This design comes from an exercise in tuning for small area on the open sky130 flow, not from production work. The RTL was checked by simulation tests, not by an equivalence proof against the original design. Power and IR drop assume default switching activity.

$ cat run.sh
#!/bin/bash
# synth_recipe.tcl (not shown) runs the flow's synth.tcl, then flattens the netlist and writes it again
# the make line also repeats each setting of config.mk as NAME=value (left out here)
make -C /OpenROAD-flow-scripts/flow DESIGN_CONFIG=/design/flow/config.mk WORK_HOME=/design/flow/orfs CLKGATE_MAP_FILE= SYNTH_SCRIPT=/design/flow/synth_recipe.tcl finish
$ cat config.mk
export PLATFORM = sky130hd
export DESIGN_NAME = Gshare_branch_predictor
export DESIGN_NICKNAME = Gshare_branch_predictor
export VERILOG_FILES = /design/flow/design.v
export SDC_FILE = /design/flow/constraint.sdc
export NUM_CORES = 4
export LEC_CHECK = 0
export CAP_MARGIN = 20
export CORE_MARGIN = 2
export CORE_UTILIZATION = 40
export SLEW_MARGIN = 20
$ cat constraint.sdc
create_clock -name core_clock -period 7.0 [get_ports {clk}]
set_input_delay 1.4000 -clock core_clock [delete_from_list [all_inputs] [get_ports {clk}]]
set_output_delay 1.4000 -clock core_clock [all_outputs]
set_load 0.01 [all_outputs]
$ cat design.v
`timescale 1ns/1ps
module Gshare_branch_predictor(
    input clk,
    input rst_n,
    input  predict_valid,
    input  [6:0] predict_pc,
    output predict_taken,
    output [6:0] predict_history,
    input train_valid,
    input train_taken,
    input train_mispredicted,
    input [6:0] train_history,
    input [6:0] train_pc
);
    reg [6:0] GHR;
    reg [1:0] PHT [0:127];
    integer i;
    wire [6:0] predict_index;
    wire [6:0] train_index;
    assign predict_index = predict_pc ^ predict_history;
    assign train_index =  train_pc ^  train_history;
    always@(posedge clk or negedge rst_n) begin
        if(!rst_n) begin
            GHR <= 7'b0;
            for(i=0; i<128; i=i+1) PHT[i] <= 2'b01;
        end else begin
            if(train_valid && train_mispredicted) begin
                GHR <= { train_history[5:0], train_taken};   													  
            end else if(predict_valid) begin
                GHR <= { predict_history[5:0], predict_taken}; 
            end  
            if(train_valid) begin
                if(train_taken) begin
                    PHT[train_index] <= (PHT[train_index]==2'b11) ? 2'b11 : (PHT[train_index]+1'b1);
                end else begin
                    PHT[train_index] <= (PHT[train_index]==2'b00) ? 2'b00 : (PHT[train_index]-1'b1);
                end
            end
        end
    end
assign predict_taken = PHT[predict_index][1];  
assign predict_history  = GHR;
endmodule
==> results of run 1 <==
-- cells in the mapped netlist (4+ instances only) --
master     number
a2111oi_0      21
a211o_1         4
a211oi_1       28
a21oi_1       175
a22o_1         12
a22oi_1        45
a311oi_1        4
a31oi_1        89
a32o_1          5
a32oi_1        25
and2_1          9
and3_1         12
buf_1          34
buf_2          29
buf_6           4
clkbuf_1      147
dfrtp_1       135
dfstp_2       128
inv_1           5
mux2_2         16
mux2i_1        29
nand2_1       119
nand3_1       122
nand4_1        48
nor2_1        146
nor3_1         41
nor4_1         36
o2111ai_1       7
o211ai_1        5
o21ai_0       179
o22ai_1        27
o31ai_1       128
o32ai_1        15
or4_1           7
xnor2_1        18
xor2_1         11
-- state kept, by name, summed over array words and instances (netlist names) --
register and count:
GHR 7, PHT 256
-- how the worst max path moves through the flow --
| stage | slack (ns) | from | end |
|---|---|---|---|
| after floorplan | 2.07 | predict_pc[0] | predict_taken |
| after global placement | 0.56 | train_pc[3] | PHT[98][0] |
| after detailed placement | 0.72 | predict_pc[1] | predict_taken |
| after CTS | 0.70 | predict_pc[1] | predict_taken |
| after global routing | 0.49 | predict_pc[0] | predict_taken |
| final | 0.66 | predict_pc[0] | predict_taken |
-- final cells by class --
| type | instances | area (µm²) |
|---|---|---|
| clock buffer | 48 | 908 |
| clock inverter | 8 | 150 |
| fill | 3842 | 20900 |
| inverter | 5 | 18.8 |
| multi-input combinational | 1419 | 8830 |
| sequential | 263 | 6740 |
| tap | 525 | 657 |
| timing repair buffer | 185 | 1580 |
-- through the flow --
stage	std cells	hold slack, ns	cell area [µm²]	total power, W
after floorplan	1902	0.456	16100	0.00339
after global placement	2397	0.464	17800	0.00449
after detailed placement	2397	0.472	17800	0.00450
after CTS	2453	0.491	18900	0.00619
after global routing	2453	0.505	18900	0.00648
final	2453	0.488	18900	0.00626
-- power groups by stage --
stage | Clock [W] | Sequential (W) | Combinational (W)
floorplan | 0 | 0.00214 | 0.00126
global placement | 0 | 0.00237 | 0.00212
detailed placement | 0 | 0.00237 | 0.00212
CTS | 0.00171 | 0.00235 | 0.00213
global route | 0.00177 | 0.00239 | 0.00232
finish | 0.00169 | 0.00237 | 0.00220
-- cells by family (layout without fill, tap and decap cells) --
kind of cell    count (synthesis)  count (layout)  share of synthesized area, %
compound gates                794             794                          31.6
xor+xnor                       33              33                          1.98
fa+ha+maj                       2               2                         0.124
buf+inv                       220             246                          5.56
flops                         263             263                          41.8
mux                            46              46                          3.06
simple gates                  544             544                          15.9
-- critical path, cell delays in order --
cell and delay, ns:
clkdlybuf4s50_1 0.51, xnor2_2 0.44, buf_4 0.31, mux4_2 0.59, a32oi_1 0.23, o311ai_0 0.24, nor4_1 0.25, nand3_1 0.13
mux2_2 0.33, clkdlybuf4s50_1 0.48
-- metal layers --
layer  wire length, µm  vias to the layer above
met4              4530                        2
li1                  -                     7340
met5                 7                        -
met1             32300                     8580
met3              7630                      271
met2             35700                     1179
==> summary.txt, run 1 <==
* Area Overhead vs Synth at 17.1%
* Grt met3 use at 6.86%
* Yosys cell types at 57
* Vias in the first global route at 16.1k
* Syn Nets at 1,929
* Startpoint Class: primary input
* Cell taking the most area after synthesis: dfrtp_1
* EDFF count, synth at 0
* R2R cell count at 9
* Final min period at 6.34 ns
* GR Layer Usage met2 at 59.0%
* DR pass1 iterations at 9
* Sequential cell fraction of total power at 37.8%
* Hold Path Cell Cnt at 2
* Layout cells sized above 1 at 20.1%
* Flop-to-flop setup slack at 3.36 ns
* Clock latency (worst-skew pair) at 0.59 ns
* RR Startpoint: PHT[124][0]
* Nets at 1,931
* Peak Freq at 158 MHz
* Clk pwr share at 27.0%
* Final Cycle Share at 90.6%
* Clock buffer depth at 3
* Crit path DAT at 4.94 ns
* Setup TNS at 0 ns
* Cells after synthesis at 1,902
* Placeable Area at 39,700 µm²
* Die height at 205 µm
* Outcome: complete, no violations
* H-tree depth reported by CTS at 1
* Post-CTS Resized at 0
* Port buffer count at 34
* Clock Tree Root: clkbuf_16
* Total track usage at 38.1%
* First-pass GRT wire length at 117,000 µm
* Vias at 17.4k
* Largest fanout on the critical path at 9
* Internal power at 0.00370 W
* Sw power at 0.00257 W
* # clock sinks at 263
* Setup Fix Bufs, Post-CTS at 0
* Most frequent cells in the layout: o21ai_0 (179), a21oi_1 (175), nor2_1 (146)
* Routed Antenna Nets at 0
* Switching share of total power at 41.0%
* Clk_skew at 0.0258 ns
* Starting Density at 40.6%
* Max_cap viols at 0
* Seq/Total Area, Yosys at 41.8%
* Largest net degree at the start of global routing at 115
* Worst-path clk slew at 0.06 ns
* Main synth FF type: dfrtp_1
* Post-Syn Area at 16,100 µm²
* RR Endpoint: PHT[86][0]
* Worst slew pin tran at 1.11 ns
* Yosys warnings at 2
* Post-synthesis average cell area at 8.47 µm²
* Hold crit path type: reg -> reg
* Dpl ws at 0.719 ns
* Antenna violations before repair at 2
* Setup Crit Path Kind: in -> out
* RSZ-0062 raised after global routing: false
* Die X at 205 µm
* Top cells by area, synth: dfrtp_1 (21%), dfstp_2 (21%), o31ai_1 (6.0%)
* Power per Cell Area at 332 nW/µm²
* Worst Hold Launch: PHT[70][0]
* Fin. Hold Viols at 0
* RePlAce Congestion at 1.04
* Combinational share of power at 35.1%
* Final WS setup at 0.656 ns
* 1st-iter DRT viols at 2,715
* WL/cell at 32.7 µm
* Final core utilization at 47.5%
* I/O pins at 35
* Most common cell after layout, fill and taps aside: o21ai_0
* Die Area at 41,900 µm²
* Met1 Usage GRT at 51.9%
* Leakage at 6.72 nW
* Busiest grt layer: met2
* VDD IR max at 0.000209 V
* Vias per std cell at 7.08
* Total CTS buffers at 30
* Max-slew violations at 0
* Hold endpoint: PHT[70][0]
* Worst rel slew slack at 25.3%
* CTS hold repair buffers at 0
* Worst EP required at 5.60 ns
* CTS tree: built
* Final HPWL DP at 56,100 µm
* GRT Residual Overflow at 0
* Synth top area share at 21.0%
* # DRC at 0
* Critical path endpoint category: primary output
* Final wirelength at 80,200 µm
* Row Count at 73
* Final setup violation count at 0
* ANT cells at 0
* Asr flop ratio synth at 100%
* Count of state elements after synthesis at 263
==> run 2, diff against run 1 <==
==> design.v (replaced) <==
`timescale 1ns/1ps
module Gshare_branch_predictor(
    input clk,
    input rst_n,
    input  predict_valid,
    input  [6:0] predict_pc,
    output predict_taken,
    output [6:0] predict_history,
    input train_valid,
    input train_taken,
    input train_mispredicted,
    input [6:0] train_history,
    input [6:0] train_pc
);
    reg [6:0] GHR;
    reg [127:0] p;    
    reg [127:0] qn;   
    wire [6:0] predict_index = predict_pc ^ GHR;
    wire [6:0] train_index   = train_pc ^ train_history;
    assign predict_taken   = p[predict_index];
    assign predict_history = GHR;
    always @(posedge clk or negedge rst_n) begin
        if (!rst_n)
            GHR <= 7'b0;
        else if (train_valid && train_mispredicted)
            GHR <= {train_history[5:0], train_taken};
        else if (predict_valid)
            GHR <= {GHR[5:0], predict_taken};
    end
    wire [7:0]  row = {8{train_valid}} & (8'd1 << train_index[6:4]);
    wire [15:0] col = 16'd1 << train_index[3:0];
    wire train_p  = p[train_index];
    wire train_qn = ~(train_p ^ train_taken);
    genvar k;
    generate
        for (k = 0; k < 128; k = k + 1) begin : g_pht
            wire en = ~(row[k/16] & col[k%16]);    
            wire x  = ~((en | qn[k]) & p[k]);
            wire p_d  = ~((en | qn[k] | ~train_taken) & x);
            wire qn_d = ~((en | ~train_qn) & ~(en & qn[k]));
            always @(posedge clk or negedge rst_n) begin
                if (!rst_n) begin
                    p[k]  <= 1'b0;
                    qn[k] <= 1'b0;
                end else begin
                    p[k]  <= p_d;
                    qn[k] <= qn_d;
                end
            end
        end
    endgenerate
endmodule
--- a/config.mk
+++ b/config.mk
@@ -7,5 +7,5 @@
 export LEC_CHECK = 0
 export CAP_MARGIN = 20
 export CORE_MARGIN = 2
-export CORE_UTILIZATION = 40
+export CORE_UTILIZATION = 70
 export SLEW_MARGIN = 20
==> summary.txt, run 2 <==
* RSZ-0062 raised after global routing: false
* Clock Tree Root: clkbuf_16
* Most common cell after layout, fill and taps aside: nand2_1
* Final HPWL DP at 22,300 µm (-60%)
* Antenna violations before repair at 0 (-2)
* Asr flop ratio synth at 100% (unchanged)
* Final Cycle Share at 84.1% (-6.6 points)
* Cell taking the most area after synthesis: dfrtp_1
* Die X at 141 µm (-31%)
* Die Area at 19,800 µm² (-53%)
* CTS hold repair buffers at 0 (unchanged)
* H-tree depth reported by CTS at 1 (unchanged)
* Fin. Hold Viols at 0 (unchanged)
* Port buffer count at 34 (unchanged)
* CTS tree: built
* RePlAce Congestion at 0.957 (-7.7%)
* # DRC at 0 (unchanged)
* Final wirelength at 34,400 µm (-57%)
* Worst EP required at 5.60 ns (about the same)
* Peak Freq at 170 MHz (+7.8%)
* GRT Residual Overflow at 0 (unchanged)
* Vias in the first global route at 9,586 (-41%)
* Hold crit path type: reg -> reg
* DR pass1 iterations at 5 (-4)
* Synth top area share at 50.4% (+29 points)
* Post-synthesis average cell area at 11.0 µm² (+29%)
* Setup TNS at 0 ns (unchanged)
* Critical path endpoint category: primary output
* Total CTS buffers at 27 (-10%)
* Power per Cell Area at 296 nW/µm² (-11%)
* Area Overhead vs Synth at 11.4%
* Syn Nets at 1,218 (-37%)
* Outcome: complete, no violations
* Crit path DAT at 4.48 ns (-0.46 ns)
* Startpoint Class: primary input
* 1st-iter DRT viols at 916 (-66%)
* Max-slew violations at 0 (unchanged)
* Starting Density at 72.0% (+31 points)
* Post-CTS Resized at 0 (unchanged)
* Critical-path top delay cell: mux4_2
* Most used cell, CP: clkdlybuf4s50_1
* Clock latency (worst-skew pair) at 0.53 ns (-0.06 ns)
* Worst slew pin tran at 1.21 ns (+0.0904 ns)
* Placeable Area at 18,100 µm² (-54%)
* Nets at 1,252 (-35%)
* Post-Syn Area at 13,100 µm² (-19%)
* Leakage at 6.69 nW (-0.47%)
* Cells after synthesis at 1,191 (-37%)
* WL/cell at 23.4 µm (-28%)
* Die height at 141 µm (-31%)
* Largest fanout on the critical path at 32 (+23)
* Worst-path clk slew at 0.06 ns (about the same)
* EDFF count, synth at 0 (unchanged)
* Layout cells sized above 1 at 25.1% (+5.1 points)
* VDD IR max at 0.000254 V (+21%)
* Clk_skew at 0.0172 ns (-0.00860 ns)
* Final min period at 5.88 ns (-0.460 ns)
* Setup Crit Path Kind: in -> out
* Total track usage at 36.2% (-1.9 points)
* Seq/Total Area, Yosys at 50.4% (+8.6 points)
* Final setup violation count at 0 (unchanged)
* Vias per std cell at 6.53 (-7.9%)
* Final core utilization at 80.2% (+33 points)
* Largest net degree at the start of global routing at 141 (+23%)
* Routed Antenna Nets at 0 (unchanged)
* Vias at 9,619 (-45%)
* Yosys warnings at 1 (-1)
* Most frequent cells in the layout: nand2_1 (290), dfrtp_1 (263), nor2_1 (164)
* Main synth FF type: dfrtp_1
* Top cells by area, synth: dfrtp_1 (50%), mux2_2 (11%), mux4_2 (11%)
* First-pass GRT wire length at 54,300 µm (-54%)
* Setup Fix Bufs, Post-CTS at 0 (unchanged)
* CP cell instances: clkdlybuf4s50_1, xor2_4, buf_4, mux4_2, mux2i_1, a22oi_1, a21oi_1, a31oi_1, and2_1, clkdlybuf4s50_1
* I/O pins at 35 (unchanged)
* Count of state elements after synthesis at 263 (unchanged)
* Yosys cell types at 31 (-46%)
* Top post-synthesis cells by count: nand2_1 (290), dfrtp_1 (263), nor2_1 (168)
* Row Count at 49 (-33%)
* Count leader, synth: nand2_1
* Critical Path Max Stage Delay at 0.58 ns (about the same)
* ANT cells at 0 (unchanged)
* Max_cap viols at 0 (unchanged)
* Flop-to-flop setup slack at 4.03 ns (+0.67 ns)
* Clock buffer depth at 3 (unchanged)
* # clock sinks at 263 (unchanged)
* Worst rel slew slack at 19.4% (-6.0 points)
==> run 2: changes by cell type in the layout (fill, tap and decap cells not counted), sizes merged, moves of 62 or more <==
| cell | previous run | this run |
|---|---|---|
| a21oi | 175 | 2 |
| a31oi | 89 | 2 |
| buf | 152 | 25 |
| dfrtp | 135 | 263 |
| dfstp | 128 | 0 |
| mux2 | 16 | 130 |
| mux4 | 1 | 63 |
| nand2 | 119 | 290 |
| nand3 | 122 | 6 |
| o31ai | 128 | 1 |
==> run 2: power breakdown <==
group | total (W) | leakage [nW] | internal (W) | switching (W)
clock network | 0.00142 | 0.420 | 0.000814 | 0.000603
logic | 0.000915 | 2.70 | 0.000416 | 0.000498
registers | 0.00198 | 3.57 | 0.00177 | 0.000210
total | 0.00431 | 6.69 | 0.00300 | 0.00131
==> run 2: critical path, delay by kind of cell <==
kind / cells / cell delay [ns]
AOI/OAI and AO/OA: 3 / 0.36
muxes: 2 / 0.80
xor gates and xnor gates: 1 / 0.14
and+or+nand+nor: 1 / 0.20
buffers and inverters: 3 / 1.57
==> run 2: final cells by class <==
class                   instances  area [µm²]
flip-flops and latches        263        6580
multi-input cells             875        6270
fillers                      1100        3600
well taps                     229         287
repair buffers                 57         528
clock buffers                  37         773
clock inverters                12         109
inverters                       1        3.75
==> run 2: per-layer routing <==
layer  global-route usage (%)  vias up  routed length (µm)
met1                     51.1     4817               13500
met2                     57.5      468               16300
met4                     13.7        0                1560
li1                         -     4226                   -
met3                     6.79      108                3070
met5                        0        -                   0
==> run 2: final timing paths <==
path,start,end,depth (start not counted)
max reg2reg,register,register,8
max,predict_pc[0],predict_taken,10
min in group asynchronous,rst_n,asynchronous set/reset pin,1
max in group asynchronous,rst_n,asynchronous set/reset pin,2
min reg2reg,register,register,2
min,register,register,2
==> run 2: cells by family (layout without fill, tap and decap cells) <==
family	after synthesis	count (layout)	share of synthesized area (%)
xor gates and xnor gates	24	24	1.67
DFF	263	263	50.4
muxes	217	217	23.9
AOI/OAI and AO/OA	160	160	7.73
and+or+nand+nor	474	474	13.9
buffers and inverters	53	107	2.40
==> run 2: metrics by stage <==
step	area (µm²)	power (W)	hold WS (ns)	cells	setup WS [ns]
2_1_floorplan	13100	0.00260	0.450	1191	2.40
3_3_place_gp	13700	0.00286	0.459	1424	1.12
3_5_place_dp	13700	0.00290	0.465	1425	1.10
4_1_cts	14500	0.00431	0.479	1474	1.10
5_1_grt	14600	0.00448	0.495	1474	0.921
6_report	14600	0.00431	0.477	1474	1.12
==> run 3, diff against run 2 <==
==> flow/run.sh (new file) <==
#!/bin/bash
# Own layout flow: the standard ORFS flow (standard.sh), with
#  - synthesis mapped by an area-oriented ABC script (flow/area.abc) instead of
#    ORFS's speed script; everything else in the synthesis is the standard flow's script,
#  - ports buffered with the smallest buffer,
#  - a clock tree built from smaller clock buffers without dummy loads.
# Each tool's output goes to a log file in this folder (and ORFS's own logs
# under orfs/logs).
set -euo pipefail
W=$(pwd)
export AREA_ABC_SCRIPT=$W/flow/area.abc

# The standard flow's synthesis script with ABC's -script argument replaced
{
  head -n 1 synth_recipe.tcl
  cat <<'TCL'
proc abc {args} {
  set i [lsearch -exact $args -script]
  if { $i >= 0 } { set args [lreplace $args $i [expr { $i + 1 }] -script $::env(AREA_ABC_SCRIPT)] }
  yosys abc {*}$args
}
TCL
  tail -n +2 synth_recipe.tcl
} > area_synth.tcl
sed "s|synth_recipe.tcl|area_synth.tcl|g" standard.sh > area_standard.sh

bash area_standard.sh \
  "BUFFER_PORTS_ARGS=-buffer_cell sky130_fd_sc_hd__buf_1" \
  "CTS_ARGS=-sink_clustering_enable -repair_clock_nets -dont_use_dummy_load -buf_list sky130_fd_sc_hd__clkbuf_8 -sink_clustering_size 24" \
  finish > make.log 2>&1
==> flow/area.abc (new file) <==
strash
&get -n
&st
&synch2
&put
dch -f
amap
==> standard.sh (new file) <==
#!/bin/bash
# synth_recipe.tcl (not shown) runs the flow's synth.tcl, then flattens the netlist and writes it again
# the make line also repeats each setting of config.mk as NAME=value (left out here)
make -C /OpenROAD-flow-scripts/flow DESIGN_CONFIG=/design/flow/config.mk WORK_HOME=/design/flow/orfs CLKGATE_MAP_FILE= SYNTH_SCRIPT=/design/flow/synth_recipe.tcl "${@:-finish}"
--- a/config.mk
+++ b/config.mk
@@ -7,5 +7,5 @@
 export LEC_CHECK = 0
 export CAP_MARGIN = 20
 export CORE_MARGIN = 2
-export CORE_UTILIZATION = 70
+export CORE_UTILIZATION = 40
 export SLEW_MARGIN = 20
removed: run.sh
==> summary.txt, run 3 <==
* Outcome: complete, no violations
* Final Cycle Share at 84.2% (+0.095 points)
* Most frequent cells in the layout: nor2_1 (421), a21oi_1 (270), dfrtp_1 (263)
* Total track usage at 23.6% (-13 points)
* Die Area at 31,400 µm² (+59%)
* First-pass GRT wire length at 57,400 µm (+5.8%)
* Critical-path top delay cell: nor4_1
* Hold crit path type: reg -> reg
* CP Buf/Inv Count at 3 (unchanged)
* Placeable Area at 29,600 µm² (+63%)
* Synth top area share at 54.8% (+4.4 points)
* Crit path DAT at 4.49 ns (about the same)
* Hold Worst Slack at 0.525 ns (+0.0483 ns)
* Largest net degree at the start of global routing at 152 (+7.8%)
* Antenna violations before repair at 0 (unchanged)
* Levels on crit path at 13 (+3)
* Die X at 177 µm (+26%)
* Fin. Hold Viols at 0 (unchanged)
* Nets at 1,494 (+19%)
* Area Overhead vs Synth at 12.5%
* Largest fanout on the critical path at 13 (-59%)
* Setup Fix Bufs, Post-CTS at 0 (unchanged)
* Final wirelength at 36,600 µm (+6.3%)
* Syn Nets at 1,386 (+14%)
* Power per Cell Area at 296 nW/µm² (-0.22%)
* H-tree depth reported by CTS at 2 (+1)
* Worst rel slew slack at 36.6% (+17 points)
* Yosys warnings at 1 (unchanged)
* Total CTS buffers at 46 (+70%)
* Setup Crit Path Kind: in -> out
* Vias in the first global route at 9,937 (+3.7%)
* Post-Layout Cell Count at 1,855 (+26%)
* 1st-iter DRT viols at 1,144 (+25%)
* RR Endpoint: GHR[0]
* Leakage at 5.56 nW (-17%)
* Critical path capture point: predict_taken
* RR Startpoint: GHR[0]
* Critical Path Max Stage Delay at 0.64 ns (+0.06 ns)
* # DRC at 0 (unchanged)
* Vias per std cell at 5.89 (-9.7%)
* Layout cells sized above 1 at 5.32% (-20 points)
* Top cell family by delay on the critical path: simple AND/OR/NAND/NOR gates
* CTS tree: built
* Worst-path clk slew at 0.05 ns (about the same)
* Peak Freq at 170 MHz (-0.11%)
* Final Total Pwr at 0.00400 W (-7.3%)
* Vias at 10.9k (+14%)
* Clock latency (worst-skew pair) at 0.55 ns (+0.02 ns)
* Clock Tree Root: clkbuf_8
* Clock buffer depth at 3 (unchanged)
* Die height at 177 µm (+26%)
* Row Count at 63 (+29%)
* ANT cells at 0 (unchanged)
* Routed Antenna Nets at 0 (unchanged)
* Flop-to-flop setup slack at 3.42 ns (-0.61 ns)
* Count of state elements after synthesis at 263 (unchanged)
* WL/cell at 19.7 µm (-16%)
* R2R cell count at 13 (+5)
* Cell taking the most area after synthesis: dfrtp_1
* Post-Syn Area at 12,000 µm² (-8.0%)
* Crit path launch: predict_pc[3]
* RSZ-0062 raised after global routing: false
* Worst EP required at 5.60 ns (about the same)
* Cells after synthesis at 1,359 (+14%)
* I/O pins at 35 (unchanged)
* Critical path endpoint category: primary output
* GRT Residual Overflow at 0 (unchanged)
* Hold Path Cell Cnt at 2 (unchanged)
* Count leader, synth: nor2_1
* Most common cell after layout, fill and taps aside: nor2_1
* Worst slew pin tran at 0.950 ns (-0.255 ns)
* VDD IR max at 0.000110 V (-57%)
* CTS hold repair buffers at 0 (unchanged)
* Yosys cell types at 15 (-52%)
* # clock sinks at 263 (unchanged)
* Top post-synthesis cells by count: nor2_1 (421), a21oi_1 (273), dfrtp_1 (263)
* DR pass1 iterations at 6 (+1)
* Post-synthesis average cell area at 8.84 µm² (-19%)
* Seq/Total Area, Yosys at 54.8% (+4.4 points)
* Top cells by area, synth: dfrtp_1 (55%), nor2_1 (13%), a21oi_1 (11%)
* CP cell instances: buf_1, nor2_1, a21oi_1, clkinv_1, nand2_1, a221oi_1, nor4_1, nor3_1, or4_1, o21ai_0, a21oi_1, nor2_1, buf_1
* Max_cap viols at 0 (unchanged)
* Port buffer count at 34 (unchanged)
* Max-slew violations at 0 (unchanged)
* Design area at 13,500 µm² (-7.1%)
* Main synth FF type: dfrtp_1
* Final HPWL DP at 23,200 µm (+4.1%)
* Final setup violation count at 0 (unchanged)
* Starting Density at 40.6% (-31 points)
* Final min period at 5.89 ns (+0.00666 ns)
* Asr flop ratio synth at 100% (unchanged)
* Post-CTS Resized at 0 (unchanged)
* Startpoint Class: primary input
* DP Cell Count at 1,809 (+27%)
* RePlAce Congestion at 0.871 (-9.0%)
* Clk_skew at 0.0264 ns (+0.00921 ns)
* Setup TNS at 0 ns (unchanged)
* Post-placement cell area at 12,900 µm² (-5.7%)
* EDFF count, synth at 0 (unchanged)
run 3: cell count changes after synthesis, moves of 76 or more:
cell and change:
mux2_2 -130, a21oi_1 +271, nand2_1 -257, nor2_1 +253
nor3_1 +144, a221oi_1 +110, o21ai_1 -76
run 3: cells by family after synthesis:
kind of cell | after synthesis | share of synthesized area, %
DFF | 263 | 54.8
and+or+nand+nor | 659 | 23.3
AOI/OAI and AO/OA | 423 | 21.5
buffers and inverters | 14 | 0.437
run 3: how the worst min path moves through the flow:
stage                  start       end  slack (ns)
floorplan           register  register        0.50
global placement    register  register        0.51
detailed placement  register  register        0.52
CTS                 register  register        0.53
global route        register  register        0.54
finish              register  register        0.52
run 3: metrics by stage:
stage	setup slack (ns)	utilization, %
CTS	1.19	45.6
floorplan	0.100	-
global route	0.931	45.6
global placement	1.22	43.5
detailed placement	1.11	43.5
finish	1.11	45.6
run 3: cell type report:
| cell class | instances | area, µm² |
|---|---|---|
| fillers | 2929 | 16100 |
| inverters | 14 | 60.1 |
| repair buffers | 60 | 339 |
| flip-flops and latches | 263 | 6580 |
| well taps | 390 | 488 |
| multi-input cells | 1082 | 5420 |
| clock buffers | 46 | 633 |
run 3: report_power, final:
group          switching [W]  internal, W
Combinational       0.000521     0.000288
Clock               0.000558     0.000578
Sequential          0.000242      0.00181
run 3: tightest hold or removal path, stage by stage (launching register included):
cell     delay (ns)
dfrtp_1        0.34
nor2_1         0.05
a21oi_1        0.10
run 3: layer usage:
metal | global-route usage, % | part of all wire (%) | wire (µm)
met5 | 0 | 0 | 0
met4 | 8.40 | 2.9 | 1060
met3 | 4.16 | 6.8 | 2500
met2 | 35.1 | 44 | 16000
met1 | 34.4 | 46 | 17000

what the ideal ports hide:
The results above use ideal ports. As a check the final layouts listed here were re-extracted and re-timed, cells and wires unchanged. Step 1 (the two cells are an assumption about what drives the block):
set clk [get_ports {clk}]
set_driving_cell -lib_cell sky130_fd_sc_hd__clkbuf_16 $clk
set_driving_cell -lib_cell sky130_fd_sc_hd__buf_2 [delete_from_list [all_inputs] $clk]
Step 2 moves the port delays by t, midway between the first and last clock arrival at a register: inputs arrive t later, outputs are due t later. That takes back most of the time a late clock gives input paths. Three values: no drivers, after step 1, after step 2; two values: the first two.
run	t (ns)	slack for setup (ns)	hold WS [ns]	worst setup path after step 2
run 1	0.635	0.656 / 0.631 / 0.631	0.488 / 0.488 / 0.488	input to output
run 2	0.571	1.116 / 1.092 / 1.092	0.477 / 0.477 / 0.477	input to output
run 3	0.585	1.109 / 1.077 / 0.978	0.525 / 0.525 / 0.525	input to register
After both steps setup and hold are still met in every run listed. For run 3, which loses most, drivers alone change the setup slack by -0.032 ns; drivers and shift together by -0.131 ns.
